This design comes from an exercise in tuning for small area on the open sky130 flow, not from production work.
Only simulation tests tie the RTL to the original design; equivalence was not proved.
The flow treats the clock pin as an ideal source, which a real chip does not have.
Power and IR drop assume default switching activity.

$ cat flow/flow/abc_s4.script
strash
&get -n
&deepsyn -T 60 -S 4
&dch -f
&nf -R 1000
&put
topo
$ cat flow/config.mk
export PLATFORM = sky130hd
export DESIGN_NAME = wave_synth
export DESIGN_NICKNAME = wave_synth
export VERILOG_FILES = /design/flow/design.v
export SDC_FILE = /design/flow/constraint.sdc
export NUM_CORES = 4
export LEC_CHECK = 0
export CAP_MARGIN = 20
export CORE_MARGIN = 2
export CORE_UTILIZATION = 65
export GPL_TIMING_DRIVEN = 0
export SLEW_MARGIN = 20
$ cat flow/design.v
module PWM_gen_x (
    input clk,
    input reset,
    input [11:0] num_1,
    input [11:0] num_2,
    output reg PWM
);
    reg [12:0] sav_num;
    wire [8:0] x = num_1[11:3], y = num_2[11:3];
    wire [11:0] a = sav_num[11:0];
    wire [12:0] s1 = {1'b0, a ^ {3'b0, x} ^ {3'b0, y}};
    wire [12:0] c1 = {(a & {3'b0, x}) | ({3'b0, y} & (a ^ {3'b0, x})), sav_num[12]};
    wire [13:0] rc;
    assign rc[0] = 1'b0;
    genvar gi;
    generate for (gi = 0; gi < 13; gi = gi + 1) begin : rca
        assign rc[gi+1] = (s1[gi] & c1[gi]) | (rc[gi] & (s1[gi] ^ c1[gi]));
    end endgenerate
    wire [12:0] acc_next = s1 ^ c1 ^ rc[12:0];
    always @(posedge clk, posedge reset) begin
        if (reset) begin
            sav_num <= 13'd0;
            PWM <= 1'b0;
        end else begin
            PWM <= sav_num[12];
            sav_num <= acc_next;
        end
    end
endmodule
module tri_voice (
    input clk,
    input reset,
    input take,             
    input slot,             
    input free,             
    input [7:0] note,
    input [10:0] ds_in,
    input [10:0] aux_in,
    output busy,
    output phase,
    output match,
    output [7:0] note_q,
    output [9:0] num
);
    localparam [10:0] TERM = 11'd1282;
    reg sel;
    reg [7:0] note_r;
    reg [10:0] ds;
    reg [10:0] aux;    
    reg [10:0] q;
    reg ph;
    reg [10:0] z;
    assign busy = sel;
    assign phase = ph;
    assign note_q = note_r;
    assign match = (note_r == note);
    assign num = ({10{q[10]}} | q[9:0]) ^ {10{ph}};
    wire [11:0] qc;
    assign qc[0] = 1'b1;
    genvar gi;
    generate for (gi = 0; gi < 11; gi = gi + 1) begin : inc
        assign qc[gi+1] = qc[gi] & q[gi];
    end endgenerate
    wire [10:0] q_inc = q ^ qc[10:0];
    wire ev = (z == TERM);
    wire [10:0] z_step = {z[9:0], z[10] ^ z[8]};
    wire rise_end = q[10] & (q[7:0] == aux[7:0]);
    wire fall_end = &q[9:0];
    always @(posedge clk) begin
        if (!sel) begin
            note_r <= note;
            ds <= ds_in;
        end
    end
    always @(posedge clk) begin
        if (slot)
            aux <= aux_in;
    end
    always @(posedge clk, posedge reset) begin
        if (reset) begin
            sel <= 1'b0;
        end else begin
            sel <= sel ? !free : take;
        end
    end
    always @(posedge clk) begin
        if (!sel || (ev && ph && q[10])) begin
            q <= 11'd0;
            ph <= 1'b0;
        end else if (ev) begin
            if (!ph && rise_end) begin
                q <= 11'd1;
                ph <= 1'b1;
            end else begin
                q <= q_inc;
            end
        end
    end
    always @(posedge clk) begin
        if (!sel || (ev && ph && q[10]))
            z <= TERM;
        else if (ev)
            z <= (ph && fall_end) ? aux : ds;
        else
            z <= z_step;
    end
endmodule
module ds_rom(input [7:0] note, output reg [10:0] ds);
    always @(*) begin
        case (note)
            8'h18: ds = 11'd1137;
            8'h19: ds = 11'd1336;
            8'h1A: ds = 11'd1966;
            8'h1B: ds = 11'd226;
            8'h1C: ds = 11'd1631;
            8'h1D: ds = 11'd1876;
            8'h1E: ds = 11'd614;
            8'h1F: ds = 11'd1728;
            8'h20: ds = 11'd499;
            8'h21: ds = 11'd1817;
            8'h22: ds = 11'd475;
            8'h23: ds = 11'd1089;
            8'h24: ds = 11'd1321;
            8'h25: ds = 11'd1048;
            8'h26: ds = 11'd1124;
            8'h27: ds = 11'd1316;
            8'h28: ds = 11'd1672;
            8'h29: ds = 11'd1037;
            8'h2A: ds = 11'd992;
            8'h2B: ds = 11'd292;
            8'h2C: ds = 11'd1471;
            8'h2D: ds = 11'd987;
            8'h2E: ds = 11'd1221;
            8'h2F: ds = 11'd617;
            8'h30: ds = 11'd1019;
            8'h31: ds = 11'd1416;
            8'h32: ds = 11'd1671;
            8'h33: ds = 11'd1655;
            8'h34: ds = 11'd66;
            8'h35: ds = 11'd1192;
            8'h36: ds = 11'd753;
            8'h37: ds = 11'd429;
            8'h38: ds = 11'd211;
            8'h39: ds = 11'd1269;
            8'h3A: ds = 11'd1604;
            8'h3B: ds = 11'd1710;
            8'h3C: ds = 11'd1044;
            8'h3D: ds = 11'd547;
            8'h3E: ds = 11'd1367;
            8'h3F: ds = 11'd1538;
            8'h40: ds = 11'd772;
            8'h41: ds = 11'd1250;
            8'h42: ds = 11'd749;
            8'h43: ds = 11'd1685;
            8'h44: ds = 11'd716;
            8'h45: ds = 11'd1567;
            8'h46: ds = 11'd2035;
            8'h47: ds = 11'd1217;
            8'h48: ds = 11'd63;
            8'h49: ds = 11'd2019;
            8'h4A: ds = 11'd1121;
            8'h4B: ds = 11'd1079;
            8'h4C: ds = 11'd1779;
            8'h4D: ds = 11'd1850;
            8'h4E: ds = 11'd935;
            8'h4F: ds = 11'd1341;
            8'h50: ds = 11'd979;
            8'h51: ds = 11'd1692;
            8'h52: ds = 11'd1252;
            8'h53: ds = 11'd1831;
            8'h54: ds = 11'd315;
            8'h55: ds = 11'd1262;
            8'h56: ds = 11'd1911;
            8'h57: ds = 11'd1501;
            8'h58: ds = 11'd1770;
            8'h59: ds = 11'd938;
            8'h5A: ds = 11'd1706;
            8'h5B: ds = 11'd1365;
            8'h5C: ds = 11'd1364;
            8'h5D: ds = 11'd1360;
            8'h5E: ds = 11'd672;
            8'h5F: ds = 11'd640;
            8'h60: ds = 11'd1280;
            8'h61: ds = 11'd512;
            8'h62: ds = 11'd1;
            8'h63: ds = 11'd2;
            8'h64: ds = 11'd4;
            8'h65: ds = 11'd8;
            8'h66: ds = 11'd16;
            8'h67: ds = 11'd32;
            8'h68: ds = 11'd64;
            8'h69: ds = 11'd128;
            8'h6A: ds = 11'd128;
            8'h6B: ds = 11'd256;
            default: ds = 11'd641;
        endcase
    end
endmodule
module nt_rom(input [7:0] note, output reg [7:0] n1, output reg [10:0] ts);
    always @(*) begin
        case (note)
            8'h18: begin n1 = 8'd1; ts = 11'd1166; end
            8'h19: begin n1 = 8'd1; ts = 11'd859; end
            8'h1A: begin n1 = 8'd1; ts = 11'd1369; end
            8'h1B: begin n1 = 8'd1; ts = 11'd97; end
            8'h1C: begin n1 = 8'd1; ts = 11'd599; end
            8'h1D: begin n1 = 8'd1; ts = 11'd1186; end
            8'h1E: begin n1 = 8'd1; ts = 11'd1474; end
            8'h1F: begin n1 = 8'd1; ts = 11'd799; end
            8'h20: begin n1 = 8'd1; ts = 11'd1139; end
            8'h21: begin n1 = 8'd1; ts = 11'd447; end
            8'h22: begin n1 = 8'd2; ts = 11'd2015; end
            8'h23: begin n1 = 8'd1; ts = 11'd243; end
            8'h24: begin n1 = 8'd1; ts = 11'd765; end
            8'h25: begin n1 = 8'd1; ts = 11'd1450; end
            8'h26: begin n1 = 8'd2; ts = 11'd1348; end
            8'h27: begin n1 = 8'd1; ts = 11'd1547; end
            8'h28: begin n1 = 8'd1; ts = 11'd1656; end
            8'h29: begin n1 = 8'd1; ts = 11'd585; end
            8'h2A: begin n1 = 8'd2; ts = 11'd737; end
            8'h2B: begin n1 = 8'd1; ts = 11'd1668; end
            8'h2C: begin n1 = 8'd1; ts = 11'd1196; end
            8'h2D: begin n1 = 8'd3; ts = 11'd1846; end
            8'h2E: begin n1 = 8'd3; ts = 11'd1204; end
            8'h2F: begin n1 = 8'd3; ts = 11'd451; end
            8'h30: begin n1 = 8'd3; ts = 11'd1914; end
            8'h31: begin n1 = 8'd3; ts = 11'd368; end
            8'h32: begin n1 = 8'd1; ts = 11'd616; end
            8'h33: begin n1 = 8'd1; ts = 11'd1911; end
            8'h34: begin n1 = 8'd4; ts = 11'd102; end
            8'h35: begin n1 = 8'd3; ts = 11'd1184; end
            8'h36: begin n1 = 8'd4; ts = 11'd1088; end
            8'h37: begin n1 = 8'd1; ts = 11'd309; end
            8'h38: begin n1 = 8'd4; ts = 11'd37; end
            8'h39: begin n1 = 8'd5; ts = 11'd1663; end
            8'h3A: begin n1 = 8'd3; ts = 11'd893; end
            8'h3B: begin n1 = 8'd4; ts = 11'd1727; end
            8'h3C: begin n1 = 8'd3; ts = 11'd807; end
            8'h3D: begin n1 = 8'd2; ts = 11'd1510; end
            8'h3E: begin n1 = 8'd1; ts = 11'd853; end
            8'h3F: begin n1 = 8'd1; ts = 11'd20; end
            8'h40: begin n1 = 8'd7; ts = 11'd1418; end
            8'h41: begin n1 = 8'd7; ts = 11'd30; end
            8'h42: begin n1 = 8'd8; ts = 11'd1446; end
            8'h43: begin n1 = 8'd5; ts = 11'd1970; end
            8'h44: begin n1 = 8'd6; ts = 11'd1783; end
            8'h45: begin n1 = 8'd10; ts = 11'd2043; end
            8'h46: begin n1 = 8'd8; ts = 11'd1997; end
            8'h47: begin n1 = 8'd9; ts = 11'd1947; end
            8'h48: begin n1 = 8'd3; ts = 11'd1666; end
            8'h49: begin n1 = 8'd2; ts = 11'd744; end
            8'h4A: begin n1 = 8'd1; ts = 11'd1584; end
            8'h4B: begin n1 = 8'd7; ts = 11'd54; end
            8'h4C: begin n1 = 8'd14; ts = 11'd1331; end
            8'h4D: begin n1 = 8'd15; ts = 11'd184; end
            8'h4E: begin n1 = 8'd16; ts = 11'd1536; end
            8'h4F: begin n1 = 8'd5; ts = 11'd242; end
            8'h50: begin n1 = 8'd15; ts = 11'd1125; end
            8'h51: begin n1 = 8'd10; ts = 11'd1060; end
            8'h52: begin n1 = 8'd8; ts = 11'd1483; end
            8'h53: begin n1 = 8'd9; ts = 11'd1014; end
            8'h54: begin n1 = 8'd14; ts = 11'd947; end
            8'h55: begin n1 = 8'd2; ts = 11'd775; end
            8'h56: begin n1 = 8'd13; ts = 11'd768; end
            8'h57: begin n1 = 8'd7; ts = 11'd337; end
            8'h58: begin n1 = 8'd29; ts = 11'd961; end
            8'h59: begin n1 = 8'd30; ts = 11'd102; end
            8'h5A: begin n1 = 8'd32; ts = 11'd1025; end
            8'h5B: begin n1 = 8'd5; ts = 11'd696; end
            8'h5C: begin n1 = 8'd15; ts = 11'd1975; end
            8'h5D: begin n1 = 8'd29; ts = 11'd623; end
            8'h5E: begin n1 = 8'd8; ts = 11'd1967; end
            8'h5F: begin n1 = 8'd31; ts = 11'd446; end
            8'h60: begin n1 = 8'd14; ts = 11'd2026; end
            8'h61: begin n1 = 8'd2; ts = 11'd1614; end
            8'h62: begin n1 = 8'd39; ts = 11'd525; end
            8'h63: begin n1 = 8'd34; ts = 11'd1892; end
            8'h64: begin n1 = 8'd29; ts = 11'd1402; end
            8'h65: begin n1 = 8'd30; ts = 11'd976; end
            8'h66: begin n1 = 8'd32; ts = 11'd1122; end
            8'h67: begin n1 = 8'd39; ts = 11'd1954; end
            8'h68: begin n1 = 8'd52; ts = 11'd893; end
            8'h69: begin n1 = 8'd69; ts = 11'd1482; end
            8'h6A: begin n1 = 8'd8; ts = 11'd1087; end
            8'h6B: begin n1 = 8'd31; ts = 11'd1904; end
            default: begin n1 = 8'd226; ts = 11'd1426; end
        endcase
    end
endmodule
module tri_track (
    input clk,
    input reset,
    input on,
    input started,
    input valid,
    input on_off,
    input [7:0] note,
    input [3:0] slot,
    input [10:0] aux,
    output [31:0] notes,
    output [3:0] phases,
    output [11:0] num
);
    wire [10:0] ds;
    wire [3:0] busy, match;
    wire [9:0] num_1, num_2, num_3, num_4;
    wire note_on = valid & on_off;
    wire note_off = valid & ~on_off;
    wire [3:0] take = {note_on & busy[0] & busy[1] & busy[2] & ~busy[3],
                       note_on & busy[0] & busy[1] & ~busy[2],
                       note_on & busy[0] & ~busy[1],
                       note_on & ~busy[0]};
    wire [3:0] free = {4{note_off}} & match;
    ds_rom rom(.note(note), .ds(ds));
    tri_voice v1(.clk(clk), .reset(reset), .take(take[0]), .slot(slot[0]), .free(free[0]), .note(note),
                 .ds_in(ds), .aux_in(aux), .busy(busy[0]), .phase(phases[0]), .match(match[0]),
                 .note_q(notes[7:0]), .num(num_1));
    tri_voice v2(.clk(clk), .reset(reset), .take(take[1]), .slot(slot[1]), .free(free[1]), .note(note),
                 .ds_in(ds), .aux_in(aux), .busy(busy[1]), .phase(phases[1]), .match(match[1]),
                 .note_q(notes[15:8]), .num(num_2));
    tri_voice v3(.clk(clk), .reset(reset), .take(take[2]), .slot(slot[2]), .free(free[2]), .note(note),
                 .ds_in(ds), .aux_in(aux), .busy(busy[2]), .phase(phases[2]), .match(match[2]),
                 .note_q(notes[23:16]), .num(num_3));
    tri_voice v4(.clk(clk), .reset(reset), .take(take[3]), .slot(slot[3]), .free(free[3]), .note(note),
                 .ds_in(ds), .aux_in(aux), .busy(busy[3]), .phase(phases[3]), .match(match[3]),
                 .note_q(notes[31:24]), .num(num_4));
    wire [9:0] s1 = num_1 ^ num_2 ^ num_3;
    wire [9:0] c1 = (num_1 & num_2) | (num_3 & (num_1 ^ num_2));
    wire [10:0] s2 = {1'b0, s1} ^ {c1, 1'b0} ^ {1'b0, num_4};
    wire [10:0] c2 = ({1'b0, s1} & {c1, 1'b0}) | ({1'b0, num_4} & ({1'b0, s1} ^ {c1, 1'b0}));
    wire [12:0] rc;
    wire [11:0] a = {1'b0, s2};
    wire [11:0] b = {c2, 1'b0};
    assign rc[0] = 1'b0;
    genvar gi;
    generate for (gi = 0; gi < 12; gi = gi + 1) begin : rca
        assign rc[gi+1] = (a[gi] & b[gi]) | (rc[gi] & (a[gi] ^ b[gi]));
    end endgenerate
    wire [11:0] sum = a ^ b ^ rc[11:0];
    assign num = (on & started) ? sum : 12'd0;
endmodule
module wave_synth(
    input clk,
    input rst,
    input on,
    input valid_1,
    input on_off_1,
    input [7:0] note_1,
    input valid_2,
    input on_off_2,
    input [7:0] note_2,
    output [11:0] num_track_1,
    output [11:0] num_track_2,
    output pwm
);
    reg started;
    always @(posedge clk, posedge rst) begin
        if (rst)
            started <= 1'b0;
        else
            started <= 1'b1;
    end
    reg [2:0] turn;
    always @(posedge clk, posedge rst) begin
        if (rst)
            turn <= 3'd0;
        else
            turn <= turn + 3'd1;
    end
    wire [7:0] slot = 8'd1 << turn;
    wire [31:0] notes_1, notes_2;
    wire [63:0] notes = {notes_2, notes_1};
    wire [3:0] phases_1, phases_2;
    wire [7:0] phases = {phases_2, phases_1};
    wire [7:0] rom_note = notes[turn*8 +: 8];
    wire [7:0] n1;
    wire [10:0] ts;
    nt_rom rom(.note(rom_note), .n1(n1), .ts(ts));
    wire [10:0] aux = phases[turn] ? ts : {3'b000, n1};
    tri_track track_1(.clk(clk), .reset(rst), .on(on), .started(started),
                      .slot(slot[3:0]), .aux(aux), .notes(notes_1), .phases(phases_1), .valid(valid_1), .on_off(on_off_1),
                      .note(note_1), .num(num_track_1));
    tri_track track_2(.clk(clk), .reset(rst), .on(on), .started(started),
                      .slot(slot[7:4]), .aux(aux), .notes(notes_2), .phases(phases_2), .valid(valid_2), .on_off(on_off_2),
                      .note(note_2), .num(num_track_2));
    PWM_gen_x all_track(.clk(clk), .reset(rst), .num_1(num_track_1), .num_2(num_track_2), .PWM(pwm));
endmodule
$ cat flow/standard.sh
#!/bin/bash
# synth_recipe.tcl (not shown) runs the flow's synth.tcl, then flattens the netlist and writes it again
# the make line also repeats each setting of config.mk as NAME=value (left out here)
make -C /OpenROAD-flow-scripts/flow DESIGN_CONFIG=/design/flow/config.mk WORK_HOME=/design/flow/orfs CLKGATE_MAP_FILE= SYNTH_SCRIPT=/design/flow/synth_recipe.tcl "${@:-finish}"
$ cat flow/flow/abc_s1.script
strash
&get -n
&deepsyn -T 60 -S 1
&dch -f
&nf -R 1000
&put
topo
$ cat flow/flow/abc_s2.script
strash
&get -n
&deepsyn -T 60 -S 2
&dch -f
&nf -R 1000
&put
topo
$ cat flow/flow/cts_args.txt
-sink_clustering_enable -repair_clock_nets -dont_use_dummy_load -buf_list sky130_fd_sc_hd__clkbuf_8 -sink_clustering_size 14 -sink_clustering_max_diameter 60
$ cat flow/flow/my_synth.tcl
# The standard flow's synthesis (synth_recipe.tcl, unchanged) with one difference: the
# technology-mapping ABC call uses area-oriented scripts (abc_s*.script in
# this folder: &deepsyn with different seeds) in place of ORFS's speed script,
# and keeps the smallest result. Registers are mapped by dfflibmap before this
# call, so they are the standard synthesis's.
proc abc {args} {
  set i [lsearch -exact $args -script]
  if { $i >= 0 } {
    set args [lreplace $args $i [expr {$i + 1}]]
  }
  set i [lsearch -exact $args -D]
  if { $i >= 0 } {
    set args [lreplace $args $i [expr {$i + 1}]]
  }
  set lib [lindex $args [expr {[lsearch -exact $args -liberty] + 1}]]
  yosys design -save pre_abc
  set best -1
  set n 0
  foreach script [lsort [glob $::env(MY_ABC_DIR)/abc_s*.script]] {
    yosys design -load pre_abc
    puts "area abc: -script $script $args"
    yosys abc -script $script {*}$args
    set st [yosys tee -q -s result.string stat -liberty $lib]
    if { ![regexp {Chip area for module[^:]*: +([0-9.]+)} $st -> area] } {
      error "no area from stat"
    }
    puts "area abc result: $script $area"
    if { $best < 0 || $area < $best } {
      set best $area
      yosys design -save best_abc
    }
    incr n
  }
  puts "area abc best: $best of $n"
  yosys design -load best_abc
}
source $::env(FLOW_SYNTH_TCL)
$ cat flow/flow/abc_s3.script
strash
&get -n
&deepsyn -T 60 -S 3
&dch -f
&nf -R 1000
&put
topo
$ cat flow/constraint.sdc
create_clock -name core_clock -period 200.0 [get_ports {clk}]
set_input_delay 40.0000 -clock core_clock [delete_from_list [all_inputs] [get_ports {clk}]]
set_output_delay 40.0000 -clock core_clock [all_outputs]
set_load 0.01 [all_outputs]
$ cat flow/flow/abc_s5.script
strash
&get -n
&deepsyn -T 60 -S 5
&dch -f
&nf -R 1000
&put
topo
$ cat flow/flow/run.sh
#!/bin/bash
# Own flow: the standard layout (standard.sh) with an area-oriented ABC
# script for the technology mapping step, no full-adder cell extraction, a
# smaller clock tree and the smallest port buffers. Each tool's output is
# logged in this folder (make_*.log) and under orfs/logs/.
set -euo pipefail
work=$(pwd)
export MY_ABC_DIR="$work/flow"
export FLOW_SYNTH_TCL="$work/synth_recipe.tcl"
# clock tree: no dummy loads, small buffers, larger sink clusters
export CTS_ARGS="$(cat "$work/flow/cts_args.txt")"
# no full-adder cell extraction: ABC maps the adders as plain logic
export ADDER_MAP_FILE=
# port buffers: the smallest buffer
export BUFFER_PORTS_ARGS="-buffer_cell sky130_fd_sc_hd__buf_1"
grep -q "SYNTH_SCRIPT=$work/synth_recipe.tcl " standard.sh
sed "s#SYNTH_SCRIPT=$work/synth_recipe.tcl #SYNTH_SCRIPT=$work/flow/my_synth.tcl #" standard.sh > my_standard.sh
bash my_standard.sh synth > make_synth.log 2>&1
bash my_standard.sh > make_layout.log 2>&1
test -f out/final.def
==> results of run 1 <==
-- power by group through the flow --
stage | sequential, mW | combinational, mW | clock, mW
2_1_floorplan | 0.116 | 0.0238 | 0
3_3_place_gp | 0.117 | 0.0306 | 0
3_5_place_dp | 0.119 | 0.0324 | 0
4_1_cts | 0.117 | 0.0327 | 0.0452
5_1_grt | 0.118 | 0.0373 | 0.0484
6_report | 0.117 | 0.0334 | 0.0451
-- per-stage QoR --
step,total power [mW],hold slack (ps),std cells
after global placement,0.148,408,3111
final,0.196,434,3167
after detailed placement,0.151,420,3127
after floorplan,0.140,402,2596
after CTS,0.195,432,3165
after global routing,0.204,453,3167
-- tightest hold or removal path, stage by stage (launching register included) --
cell	delay [ps]
dfxtp_1	320
clkinv_1	40
nor3_1	40
-- area by class of cell --
class | count | area [sq um]
tap | 468 | 586
timing repair buffer | 65 | 354
fill | 2721 | 11000
multi-input combinational | 2018 | 11800
clock buffer | 38 | 523
inverter | 128 | 482
sequential | 450 | 11500
-- cells in the mapped netlist, types with 18 or more instances --
master    instances  area (sq um)
clkinv_1        128           480
a21oi_1         209          1050
nand4_1          21           131
o22ai_1          52           325
o21ai_0         173           866
or3_1            20           125
nand3_1          60           300
nor2_1          360          1350
xnor2_1         120          1050
or2_0            18           113
and3_1           44           275
nor3_1          130           651
xor2_1           90           788
a31oi_1          27           169
dfxtp_1         184          3680
and2_0           31           194
a211oi_1         40           300
mux2i_1          36           360
maj3_1           22           220
dfrtp_1          26           651
o211ai_1         29           218
nor4_1           27           169
a221oi_1         44           385
edfxtp_1        240          7210
nand2_1         248           931
-- kinds of logic (layout without fill, tap and decap cells) --
family | after synthesis | count (layout) | share of synthesized area [%]
other cells | 1 | 1 | 0.0158
simple gates | 1016 | 1016 | 19.5
xor+xnor | 210 | 210 | 7.74
compound gates | 733 | 733 | 19.6
flops | 450 | 450 | 48.6
mux | 36 | 36 | 1.52
buf+inv | 128 | 231 | 2.02
fa+ha+maj | 22 | 22 | 0.927
-- per-layer routing --
metal,part of all wire (%),vias to the layer above
li1,-,9879
met1,39,10200
met2,45,1567
met3,11,280
met4,4.7,0
met5,0,-
-- path summary, 6_finish.rpt --
check                           depth (start not counted)            start               endpoint  slack [ps]
max in group asynchronous                               2              rst          all_track.PWM      160150
min in group asynchronous                               2              rst         track_1.v2.sel       39440
worst max register to register                         30    track_2.v1.ph  all_track.sav_num[12]      192550
worst max-delay path                                    5               on         num_track_2[7]      118570
worst min-delay path                                    2  track_1.v4.z[1]        track_1.v4.z[2]         430
worst min register to register                          2  track_1.v4.z[1]        track_1.v4.z[2]         430
==> flow_summary.toml, run 1 <==
[setup_path]
crit_path_start_kind = "primary input"
cp_max_fo = 13
cpPeakStageDelay_ps = 600
cpMaxStageDelayCell = "and2_0"
cp_cell_sequence = "buf_1 -> and2_0 -> o21ai_0 -> a21oi_1 -> buf_1"
crit_arrival_ps = 41430
cp-end-kind = "output pin"
crit_family = "simple AND/OR/NAND/NOR gates"
path_class = "in2out"
path_buf_inv = 2
critPathRequiredTime_ps = 160000
critPathMostFrequentCell = "buf_1"

[die]
core_area_sq_mm = 0.0363
pin_count = 48
die-area_sq_mm = 0.0381
rows = 70
die_w_microns = 195
die_h_microns = 195
start_util_pct = 65.5

[finish]
fin_area_sq_mm = 0.0253
antenna_cells = 0
synthToLayoutAreaGrowth_pct = 6.46
mostFrequentLayoutCell = "nor2_1"
drive_above_1_share_pct = 2.96
final_util_pct = 69.8
nNetsFinal = 2724
largest_register_ffs = 13
final_cell_mix = "nor2_1, nand2_1, edfxtp_1"
largest_register = "all_track.sav_num"

[timing]
rsz0062_at_grt = "false"
period_needed_ps = 81430
drv_slew = 0
fin_worst_skew_ps = 58.2
max_freq_ghz = 0.0123
setup_viol = 0
hold_viol = 0
maxSlewHeadroom_pct = 16.7
worst_pin_slew_ps = 1240
final.setup.tns_ps = 0
fin_crit_sh_pct = 40.7
setup_ws_ps = 118570

[global_routing]
grt_usage_pct = 37.8
busiest_layer = "met2"
grt_pass1_wl_mm = 114
grt_max_degree = 39
use_met2_pct = 60.0
overflow = 0
antenna_found_initial = 0
grt_pass1_vias = 20900
grtUsageMet1_pct = 50.1
gr-usage-met3_pct = 8.10

[yosys]
synth_nets = 2619
synth_ff_type = "edfxtp_1"
synth_area_per_cell_sq_um = 9.15
yosysSeqAreaShare_pct = 48.6
ys_ff_latch = 450
synth_area_sq_mm = 0.0238
yosys_warnings = 5
synth.distinct_cells = 63
ys_async_sr_fraction_pct = 5.78
netlist_instances = 2596
synth_edf_count = 240

[route]
drtIter0Drc = 2911
dr_total_vias = 21900
wirelength_mm = 72.6
drtAntennaViolNets = 0
wl_per_cell_microns = 22.9
remaining_drc_errors = 0
firstDrtPassIters = 10
viasPerCell = 6.93

[clock_network]
htree_levels = 2
clockBufferDepth = 3
cts-root-buf = "clkbuf_8"
cts_resized = 0
postCtsSetupRepairBufs = 0
cts-hold-fix-buffers = 0
cts_buffers = 38
insertion_delay_ps = 600
tritoncts = "yes"
clock-sinks = 450
clkSlewWorstSetupHoldPaths_ps = 80

[power]
ir_drop_mv = 0.00432
p_leak_nw = 8.50
p_int_mw = 0.139
combPwrFrac_pct = 17.0
p_sw_mw = 0.0563
p_per_area_mw_per_mm2 = 7.74
clkPwrFrac_pct = 23.0
p_seq_share_pct = 59.9
swShare_pct = 28.8

[min_path]
hold_class = "reg2reg"

[place]
place.gp.congestion = 1.01
dp_hpwl_mm = 52.4
post_dp_cell_area_sq_mm = 0.0247
portBuffers = 47
dp_slack_ps = 118590

[run]
maxCapViolCount = 0

[status]
status = "no timing/DRC/antenna violations"
==> run 2: changes to the inputs <==
==> flow/flow/abc_s1.script (replaced) <==
strash
&get -n
&deepsyn -T 60 -S 1
&dch -f
&nf -R 1000 -p -F 8 -a -A 4
&st
&deepsyn -T 30 -S 1
&dch -f
&nf -R 1000 -p -F 8 -a -A 4
&st
&dch -f
&nf -R 1000 -p -F 8 -a -A 4
&st
&dch -f
&nf -R 1000 -p -F 8 -a -A 4
&put
topo
==> flow/flow/abc_s2.script (replaced) <==
strash
&get -n
&deepsyn -T 60 -S 2
&dch -f
&nf -R 1000 -p -F 8 -a -A 4
&st
&deepsyn -T 30 -S 2
&dch -f
&nf -R 1000 -p -F 8 -a -A 4
&st
&dch -f
&nf -R 1000 -p -F 8 -a -A 4
&st
&dch -f
&nf -R 1000 -p -F 8 -a -A 4
&put
topo
==> flow/flow/abc_s3.script (replaced) <==
strash
&get -n
&deepsyn -T 60 -S 3
&dch -f
&nf -R 1000 -p -F 8 -a -A 4
&st
&deepsyn -T 30 -S 3
&dch -f
&nf -R 1000 -p -F 8 -a -A 4
&st
&dch -f
&nf -R 1000 -p -F 8 -a -A 4
&st
&dch -f
&nf -R 1000 -p -F 8 -a -A 4
&put
topo
==> flow/flow/abc_s4.script (replaced) <==
strash
&get -n
&deepsyn -T 60 -S 4
&dch -f
&nf -R 1000 -p -F 8 -a -A 4
&st
&deepsyn -T 30 -S 4
&dch -f
&nf -R 1000 -p -F 8 -a -A 4
&st
&dch -f
&nf -R 1000 -p -F 8 -a -A 4
&st
&dch -f
&nf -R 1000 -p -F 8 -a -A 4
&put
topo
==> flow/flow/abc_s5.script (replaced) <==
strash
&get -n
&deepsyn -T 60 -S 5
&dch -f
&nf -R 1000 -p -F 8 -a -A 4
&st
&deepsyn -T 30 -S 5
&dch -f
&nf -R 1000 -p -F 8 -a -A 4
&st
&dch -f
&nf -R 1000 -p -F 8 -a -A 4
&st
&dch -f
&nf -R 1000 -p -F 8 -a -A 4
&put
topo
==> flow_summary.toml, run 2 <==
[die]
die_h_microns = 194
die-area_sq_mm = 0.0375
rows = 69
pin_count = 48
core_area_sq_mm = 0.0355
start_util_pct = 66.0
die_w_microns = 194

[route]
dr_total_vias = 21200
drtAntennaViolNets = 0
firstDrtPassIters = 9
wl_per_cell_microns = 22.5
remaining_drc_errors = 0
viasPerCell = 6.88
wirelength_mm = 69.4
drtIter0Drc = 3025

[timing]
final.setup.tns_ps = 0
worst_pin_slew_ps = 1210
fin_worst_skew_ps = 81.3
hold_viol = 0
period_needed_ps = 81480
drv_slew = 0
rsz0062_at_grt = "false"
worst_hold_slack_ps = 432
fin_crit_sh_pct = 40.7
setup_viol = 0
maxSlewHeadroom_pct = 18.6
max_freq_ghz = 0.0123

[yosys]
yosysMostFrequentCell = "nor2_1"
synth_area_leader_cell = "edfxtp_1"
synthTopCellsByCount = "nor2_1, a21oi_1, edfxtp_1, nand2_1, dfxtp_1"
yosysSeqAreaShare_pct = 49.3
ys_async_sr_fraction_pct = 5.78
synth-simple-area-share_pct = 19.3
synth_top_area_share_pct = 30.8
ys_ff_latch = 450
synth_top_family_by_area = "compound AO/OA/AOI/OAI gates"
synth.distinct_cells = 62
yosys_warnings = 5
synthAdderAreaFrac_pct = 1.50
synth_nets = 2548
synth-compound-area-share_pct = 19.5
netlist_instances = 2525
synth_xor_area_share_pct = 8.42
synth_area_leaders = "edfxtp_1, dfxtp_1, nor2_1"
synth_mux_area_share_pct = 0.171
synth_ff_type = "edfxtp_1"
synth_area_sq_mm = 0.0234
synth_area_per_cell_sq_um = 9.27
synth_edf_count = 240

[clock_network]
clkSlewWorstSetupHoldPaths_ps = 90
cts-root-buf = "clkbuf_8"
tritoncts = "yes"
clockBufferDepth = 3
cts-hold-fix-buffers = 0
clock-sinks = 450
htree_levels = 2
postCtsSetupRepairBufs = 0
cts_buffers = 38
insertion_delay_ps = 610
cts_resized = 0

[place]
portBuffers = 47
dp_hpwl_mm = 50.0
dp_cells = 3043
place.gp.congestion = 0.993

[run]
maxCapViolCount = 0

[finish]
final_cell_mix = "nor2_1, a21oi_1, edfxtp_1"
largest_register_ffs = 13
nNetsFinal = 2647
final_util_pct = 70.2
antenna_cells = 0
largest_register = "all_track.sav_num"
final_cells = 3083
mostFrequentLayoutCell = "nor2_1"
drive_above_1_share_pct = 3.28
synthToLayoutAreaGrowth_pct = 6.47

[setup_path]
critPathRequiredTime_ps = 160000
critPathCapture = "num_track_2[9]"
cp-end-kind = "output pin"
cp_max_fo = 23
crit_path_start_kind = "primary input"
crit_arrival_ps = 41480
path_class = "in2out"
r2r_slack_ps = 191890
rr_worst_depth = 28
rr_startpoint = "track_2.v1.ph"
reg2reg_to = "all_track.sav_num[10]"
cp-startpoint = "on"

[power]
p_per_area_mw_per_mm2 = 8.04
p_leak_nw = 8.40
ir_drop_mv = 0.00741

[global_routing]
grt_pass1_vias = 19800
grt_usage_pct = 36.0
grt_pass1_wl_mm = 108
overflow = 0
grt_max_degree = 41
antenna_found_initial = 1

[status]
status = "no timing/DRC/antenna violations"

[min_path]
hold_class = "reg2reg"
[run 2: cell count changes after synthesis, moves of 13 or more]
cell | previous run | this run
nand2_1 | 248 | 214
nor3b_1 | 2 | 18
nor2b_1 | 17 | 36
maj3_1 | 22 | 35
clkinv_1 | 128 | 111
and3_1 | 44 | 30
a21oi_1 | 209 | 254
o211ai_1 | 29 | 13
o21ai_0 | 173 | 140
nor3_1 | 130 | 109
mux2i_1 | 36 | 4
[run 2: worst max-delay path: stages]
cell and delay (ps):
buf_1 90, nand2_1 460, nor3b_1 710, buf_1 210
[run 2: area by class of cell]
class | instances | area [sq um]
clock buffer | 38 | 523
tap | 461 | 577
fill | 2590 | 10600
sequential | 450 | 11500
inverter | 111 | 418
multi-input combinational | 1964 | 11600
timing repair buffer | 59 | 295
[run 2: per-layer routing]
metal  wire length (microns)  share of wire (%)  GRT usage [%]
met2                   31300                 45           56.5
met3                    7680                 11           5.71
met5                      13              0.019              0
met4                    3460                5.0           17.4
met1                   27000                 39           49.3
[run 2: worst min path at each step]
stage | from | cells after the start | to
2_1_floorplan | all_track.sav_num[12] | 0 | all_track.PWM
3_3_place_gp | all_track.sav_num[12] | 0 | all_track.PWM
3_5_place_dp | all_track.sav_num[12] | 0 | all_track.PWM
4_1_cts | track_1.v4.z[7] | 2 | track_1.v4.z[8]
5_1_grt | all_track.sav_num[12] | 0 | all_track.PWM
6_report | track_1.v2.z[7] | 2 | track_1.v2.z[8]
[run 2: logic make-up (layout without fill, tap and decap cells)]
group | Yosys count | after routing
simple gates | 973 | 973
compound gates | 726 | 726
flops | 450 | 450
xor+xnor | 225 | 225
buf+inv | 111 | 208
fa+ha+maj | 35 | 35
mux | 4 | 4
other cells | 1 | 1
[run 2: power by group]
| part | total, mW | leakage [nW] | switching, mW | internal, mW |
|---|---|---|---|---|
| clock network | 0.0448 | 0.273 | 0.0277 | 0.0171 |
| registers | 0.120 | 3.95 | 0.00933 | 0.110 |
| logic | 0.0358 | 4.18 | 0.0212 | 0.0146 |
[run 2: metrics by stage]
| stage | area, sq um | setup WS [ps] | total power [mW] |
|---|---|---|---|
| finish | 24900 | 118520 | 0.200 |
| global route | 24900 | 118390 | 0.208 |
| CTS | 24900 | 118480 | 0.199 |
| detailed placement | 24300 | 118480 | 0.156 |
| global placement | 24200 | 118510 | 0.153 |
| floorplan | 23400 | 119150 | 0.144 |
==> run 3: changes to the inputs <==
--- a/flow/flow/run.sh
+++ b/flow/flow/run.sh
@@ -16,5 +16,14 @@
 grep -q "SYNTH_SCRIPT=$work/synth_recipe.tcl " standard.sh
 sed "s#SYNTH_SCRIPT=$work/synth_recipe.tcl #SYNTH_SCRIPT=$work/flow/my_synth.tcl #" standard.sh > my_standard.sh
 bash my_standard.sh synth > make_synth.log 2>&1
+bash my_standard.sh cts > make_cts.log 2>&1
+export CTS_RESULTS="$work/orfs/results/sky130hd/wave_synth/base"
+openroad -no_init -exit flow/clk_slew.tcl > clk_slew.log 2>&1
+slew=$(awk '/^CLK_SLEW/ {print $2}' clk_slew.log)
+if [[ -z "$slew" ]] || awk -v s="$slew" 'BEGIN { exit !(s > 0.105) }'; then
+  bash my_standard.sh clean_cts > make_clean_cts.log 2>&1
+  export CTS_ARGS="$(cat "$work/flow/cts_args_safe.txt")"
+  bash my_standard.sh cts > make_cts_safe.log 2>&1
+fi
 bash my_standard.sh > make_layout.log 2>&1
 test -f out/final.def
==> flow/flow/clk_slew.tcl (new file) <==
# Prints the worst estimated (placement parasitics) slew at any flip-flop
# clock pin of the clock tree in 4_cts.odb, in ns.
set platform $::env(FLOW_HOME)/platforms/sky130hd
read_lef $platform/lef/sky130_fd_sc_hd.tlef
read_lef $platform/lef/sky130_fd_sc_hd_merged.lef
read_liberty $platform/lib/sky130_fd_sc_hd__tt_025C_1v80.lib
read_db $::env(CTS_RESULTS)/4_cts.odb
read_sdc $::env(CTS_RESULTS)/4_cts.sdc
source $platform/setRC.tcl
set_wire_rc -clock -layer met5
set_wire_rc -signal -layer met2
set_propagated_clock [all_clocks]
estimate_parasitics -placement
set worst 0
foreach pin [get_pins -hierarchical */CLK] {
  set s [get_property $pin slew_max]
  if { $s > $worst } { set worst $s }
}
puts "CLK_SLEW $worst"
==> flow/flow/cts_args.txt (replaced) <==
-sink_clustering_enable -repair_clock_nets -dont_use_dummy_load -buf_list sky130_fd_sc_hd__clkbuf_8 -sink_clustering_size 18 -sink_clustering_max_diameter 60
==> flow/flow/cts_args_safe.txt (new file) <==
-sink_clustering_enable -repair_clock_nets -dont_use_dummy_load -buf_list sky130_fd_sc_hd__clkbuf_8 -sink_clustering_size 14 -sink_clustering_max_diameter 60
==> flow_summary.toml, run 3 <==
[route]
drtIter0Drc = 2957
drtAntennaViolNets = 0
wirelength_mm = 68.9
viasPerCell = 6.87
remaining_drc_errors = 0
wl_per_cell_microns = 22.4
dr_total_vias = 21100
firstDrtPassIters = 8

[die]
rows = 69
core_area_sq_mm = 0.0355
die_w_microns = 194
die_h_microns = 194
die-area_sq_mm = 0.0375
pin_count = 48
start_util_pct = 66.0

[place]
place.gp.congestion = 0.993
portBuffers = 47
post_dp_cell_area_sq_mm = 0.0243
dp_hpwl_mm = 50.0

[finish]
fillers = 2612
ff_latch_area_sq_mm = 0.0115
antenna_cells = 0
multiInputGateArea_sq_mm = 0.0116
fin_area_sq_mm = 0.0248
drive_above_1_share_pct = 2.91
mostFrequentLayoutCell = "nor2_1"
synthToLayoutAreaGrowth_pct = 5.97
largest_register_ffs = 13
largest_register = "all_track.sav_num"
final_cell_mix = "nor2_1, a21oi_1, edfxtp_1"
nNetsFinal = 2638

[min_path]
hold_depth = 2
holdCritStartpoint = "track_1.v1.aux[10]"
hold_class = "reg2reg"
hold_end = "track_1.v1.z[10]"

[power]
p_sw_mw = 0.0565
p_int_mw = 0.138
combPwrFrac_pct = 18.4
ir_drop_mv = 0.00565
p_seq_share_pct = 61.4
clkPwrFrac_pct = 20.3
swShare_pct = 29.0
p_per_area_mw_per_mm2 = 7.86
p_leak_nw = 8.34

[global_routing]
antenna_found_initial = 1
use_met2_pct = 55.8
grtUsageMet1_pct = 49.2
overflow = 0
grt_usage_pct = 35.8
busiest_layer = "met2"
grt_pass1_vias = 19900
grt_max_degree = 41
grt_pass1_wl_mm = 107
gr-usage-met3_pct = 5.29

[setup_path]
rr_worst_depth = 28
critPathRequiredTime_ps = 160000
cp_max_fo = 23
reg2reg_to = "all_track.sav_num[10]"
rr_startpoint = "track_2.v1.ph"
crit_path_start_kind = "primary input"
path_class = "in2out"
r2r_slack_ps = 191920
crit_arrival_ps = 41510
cp-end-kind = "output pin"

[timing]
final.setup.tns_ps = 0
drv_slew = 0
rsz0062_at_grt = "false"
max_freq_ghz = 0.0123
fin_crit_sh_pct = 40.8
setup_viol = 0
hold_viol = 0
worst_pin_slew_ps = 1230
worst_hold_slack_ps = 404
maxSlewHeadroom_pct = 16.9
fin_worst_skew_ps = 70.8
period_needed_ps = 81510

[yosys]
synth_edf_count = 240
yosysMostFrequentCell = "nor2_1"
synth.distinct_cells = 62
ys_async_sr_fraction_pct = 5.78
ys_ff_latch = 450
synth_area_leaders = "edfxtp_1, dfxtp_1, nor2_1"
synthTopCellsByCount = "nor2_1, a21oi_1, edfxtp_1, nand2_1, dfxtp_1"
netlist_instances = 2525
yosysSeqAreaShare_pct = 49.3
synth_area_per_cell_sq_um = 9.27
synth_area_leader_cell = "edfxtp_1"
synth_nets = 2548
synth_top_area_share_pct = 30.8
yosys_warnings = 5
synth_ff_type = "edfxtp_1"
synth_area_sq_mm = 0.0234

[clock_network]
clkSlewWorstSetupHoldPaths_ps = 100
insertion_delay_ps = 660
tritoncts = "yes"
cts_resized = 0
postCtsSetupRepairBufs = 0
cts-hold-fix-buffers = 0
htree_levels = 1
cts-root-buf = "clkbuf_8"
cts_buffers = 30
clock-sinks = 450
clockBufferDepth = 3

[run]
maxCapViolCount = 0

[status]
status = "no timing/DRC/antenna violations"
-- run 3: changes by cell type in the layout (fill, tap and decap cells not counted), sizes merged --
cell	before	now
buf	54	55
clkbuf	43	33
-- run 3: kinds of logic (layout without fill, tap and decap cells) --
family          Yosys count  after routing  share of synthesized area [%]
mux                       4              4                          0.171
other cells               1              1                         0.0160
simple gates            973            973                           19.3
fa+ha+maj                35             35                           1.50
xor+xnor                225            225                           8.42
compound gates          726            726                           19.5
buf+inv                 111            199                           1.78
flops                   450            450                           49.3
-- run 3: layout make-up --
cell class,instances,share of cell area (%)
clock buffer,30,1.67
inverter,111,1.69
multi-input combinational,1964,46.6
sequential,450,46.5
tap,461,2.33
timing repair buffer,58,1.17
-- run 3: power by group through the flow --
stage | sequential (mW) | combinational, mW | clock, mW
floorplan | 0.118 | 0.0258 | 0
global placement | 0.120 | 0.0329 | 0
detailed placement | 0.121 | 0.0347 | 0
CTS | 0.119 | 0.0352 | 0.0397
global route | 0.121 | 0.0397 | 0.0430
finish | 0.120 | 0.0358 | 0.0395
-- run 3: routing by layer --
metal	up-vias	part of all wire, %
li1	9560	-
met1	9880	39
met2	1400	45
met3	265	11
met4	2	5.1
met5	-	0.019
-- run 3: stage by stage --
step / setup WS [ps] / util (%) / std cells / power (mW)
6_report: 118490 / 69.9 / 3074 / 0.195
5_1_grt: 118390 / 69.9 / 3074 / 0.203
2_1_floorplan: 119150 / - / 2525 / 0.144
3_3_place_gp: 118510 / 68.1 / 3033 / 0.153
4_1_cts: 118480 / 69.8 / 3073 / 0.194
3_5_place_dp: 118480 / 68.6 / 3043 / 0.156
-- run 3: worst max path at each step --
stage | startpoint | slack [ps] | to
after floorplan | on | 119150 | num_track_2[10]
after global placement | on | 118510 | num_track_2[9]
after detailed placement | on | 118480 | num_track_2[10]
after CTS | on | 118480 | num_track_2[10]
after global routing | on | 118390 | num_track_2[10]
final | on | 118490 | num_track_2[10]
-- run 3: critical path: stages --
cell and delay, ps:
buf_1 90, nand2_1 470, nor3_1 730, buf_1 210
==> run 4: changes to the inputs <==
--- a/flow/config.mk
+++ b/flow/config.mk
@@ -7,6 +7,6 @@
 export LEC_CHECK = 0
 export CAP_MARGIN = 20
 export CORE_MARGIN = 2
-export CORE_UTILIZATION = 65
+export CORE_UTILIZATION = 72
 export GPL_TIMING_DRIVEN = 0
 export SLEW_MARGIN = 20
==> flow_summary.toml, run 4 <==
[yosys]
synth_edf_count = 240
yosysSeqAreaShare_pct = 49.3
yosys_warnings = 5
synth_mux_area_share_pct = 0.171
synth_top_area_share_pct = 30.8
synth_area_sq_mm = 0.0234
synth_top_family_by_area = "compound AO/OA/AOI/OAI gates"
synth.distinct_cells = 62
synth_area_per_cell_sq_um = 9.27
synth_xor_area_share_pct = 8.42
ys_ff_latch = 450
synth_area_leaders = "edfxtp_1, dfxtp_1, nor2_1"
netlist_instances = 2525
synth_area_leader_cell = "edfxtp_1"
synth_nets = 2548
yosysMostFrequentCell = "nor2_1"
synth-compound-area-share_pct = 19.5
ys_async_sr_fraction_pct = 5.78
synthTopCellsByCount = "nor2_1, a21oi_1, edfxtp_1, nand2_1, dfxtp_1"
synthAdderAreaFrac_pct = 1.50
synth_ff_type = "edfxtp_1"
synth-simple-area-share_pct = 19.3

[route]
dr_total_vias = 23000
drtAntennaViolNets = 0
wirelength_mm = 78.9
wl_per_cell_microns = 25.8
firstDrtPassIters = 10
viasPerCell = 7.51
remaining_drc_errors = 0
drtIter0Drc = 4171

[clock_network]
cts_resized = 0
cts-root-buf = "clkbuf_8"
postCtsSetupRepairBufs = 0
clkSlewWorstSetupHoldPaths_ps = 90
clockBufferDepth = 3
htree_levels = 2
insertion_delay_ps = 590
tritoncts = "yes"
clock-sinks = 450
cts-hold-fix-buffers = 0
cts_buffers = 38

[finish]
drive_above_1_share_pct = 3.43
antenna_cells = 0
nNetsFinal = 2646
fillers = 1932
synthToLayoutAreaGrowth_pct = 6.36
largest_register_ffs = 13
final_cell_mix = "nor2_1, a21oi_1, edfxtp_1"
mostFrequentLayoutCell = "nor2_1"
largest_register = "all_track.sav_num"

[run]
maxCapViolCount = 0

[setup_path]
path_class = "in2out"
cp-end-kind = "output pin"
crit_path_start_kind = "primary input"
cp_cell_sequence = "buf_1 -> nand2_1 -> nor3b_1 -> buf_1"
cpPeakStageDelay_ps = 940
cp_max_fo = 23
critPathRequiredTime_ps = 160000
cpMaxStageDelayCell = "nor3b_1"
critPathMostFrequentCell = "buf_1"
crit_arrival_ps = 41720

[die]
pin_count = 48
die-area_sq_mm = 0.0340
core_area_sq_mm = 0.0323
rows = 66
die_h_microns = 184
die_w_microns = 184
start_util_pct = 72.5

[timing]
worst_pin_slew_ps = 1280
fin_crit_sh_pct = 40.9
drv_slew = 0
setup_viol = 0
final.setup.tns_ps = 0
max_freq_ghz = 0.0122
hold_viol = 0
period_needed_ps = 81720
setup_ws_ps = 118280
fin_worst_skew_ps = 43.5
maxSlewHeadroom_pct = 13.6
worst_hold_slack_ps = 450
rsz0062_at_grt = "false"

[place]
portBuffers = 47
dp_slack_ps = 118510
place.gp.congestion = 1.03
dp_hpwl_mm = 52.2

[min_path]
hold_class = "reg2reg"

[global_routing]
grt_pass1_wl_mm = 121
grt_max_degree = 41
overflow = 0
grt_pass1_vias = 21700
antenna_found_initial = 3
grt_usage_pct = 46.2

[power]
p_leak_nw = 8.41
p_total_mw = 0.206
ir_drop_mv = 0.00448
p_per_area_mw_per_mm2 = 8.27

[status]
status = "no timing/DRC/antenna violations"
## run 4: cell counts after synthesis
Identical to the previous run, type by type.
## run 4: worst paths after layout
path / to / from / slack, ps / cells past startpoint
worst max-delay path: num_track_2[7] / on / 118280 / 4
worst min-delay path: track_2.v4.z[10] / track_2.v4.z[9] / 450 / 2
worst max register to register: all_track.sav_num[10] / track_2.v1.ph / 191370 / 28
worst min register to register: track_2.v4.z[10] / track_2.v4.z[9] / 450 / 2
max in group asynchronous: all_track.sav_num[4] / rst / 160020 / 2
min in group asynchronous: all_track.sav_num[7] / rst / 39510 / 2
## run 4: per-stage QoR
stage	area [sq um]	utilization (%)	instances
after floorplan	23400	-	2525
after global placement	24100	74.7	3014
after detailed placement	24300	75.2	3021
after CTS	24800	76.8	3059
after global routing	24900	77.1	3063
final	24900	77.1	3063
## run 4: cells by family (layout without fill, tap and decap cells)
kind of cell,after synthesis,count (layout)
buffers and inverters,111,207
xor gates and xnor gates,225,225
AOI/OAI and AO/OA,726,726
adders and majority gates,35,35
muxes,4,4
other,1,1
and+or+nand+nor,973,973
DFF,450,450
## run 4: area by class of cell
class	count	area (sq um)	share of cell area [%]
Sequential cell	450	11500	46.4
Multi-Input combinational cell	1964	11600	46.5
Timing Repair Buffer	58	270	1.09
Clock buffer	38	523	2.10
Tap cell	442	553	2.22
Inverter	111	417	1.67
## run 4: critical path: cells and delay by family
| family | cells | cell delay (ps) |
|---|---|---|
| buffers and inverters | 2 | 320 |
| AND/OR/NAND/NOR | 2 | 1400 |
## run 4: where the power goes
part	leakage [nW]	internal, mW	total (mW)	switching [mW]
clock	0.273	0.0171	0.0459	0.0288
sequential	3.95	0.111	0.121	0.0107
combinational	4.18	0.0147	0.0388	0.0241
total	8.41	0.142	0.206	0.0636
## run 4: per-layer routing
layer	routed length [microns]	vias to the layer above	track usage (%)
li1	-	9570	-
met1	26600	10500	57.7
met2	34500	2272	71.4
met3	11800	619	13.4
met4	6110	2	28.4
met5	16	-	0

-- afterwards: timing with drivers on the ports --
In the flow no input, the clock included, has a driving cell. The finished layouts below were timed again as built, in two steps.
Step 1: set_driving_cell puts a clkbuf_16 on clk and a buf_2 on each other input, an assumption about the parent block.
Step 2 adds t to the input delays and takes it off the output delays; t is the mean of the earliest and latest rising clock arrival at the registers after step 1. Input paths then give back, and output paths get back, about the clock's delay inside the block.
Three values: no drivers, after step 1, after step 2; two values: the first two.
| run | t (ns) | setup slack, ns | worst slew at a driven data input, ns |
|---|---|---|---|
| run 1 | 0.629 | 118.569 / 118.535 / 118.535 | 0.04 |
| run 2 | 0.624 | 118.522 / 118.493 / 118.493 | 0.04 |
| run 3 | 0.673 | 118.494 / 118.465 / 118.465 | 0.04 |
| run 4 | 0.627 | 118.278 / 118.240 / 118.240 | 0.04 |
After both steps setup and hold are still met in every run listed. The setup slack of run 4, which loses most, moves by -0.038 ns with the drivers and by -0.038 ns with both steps.
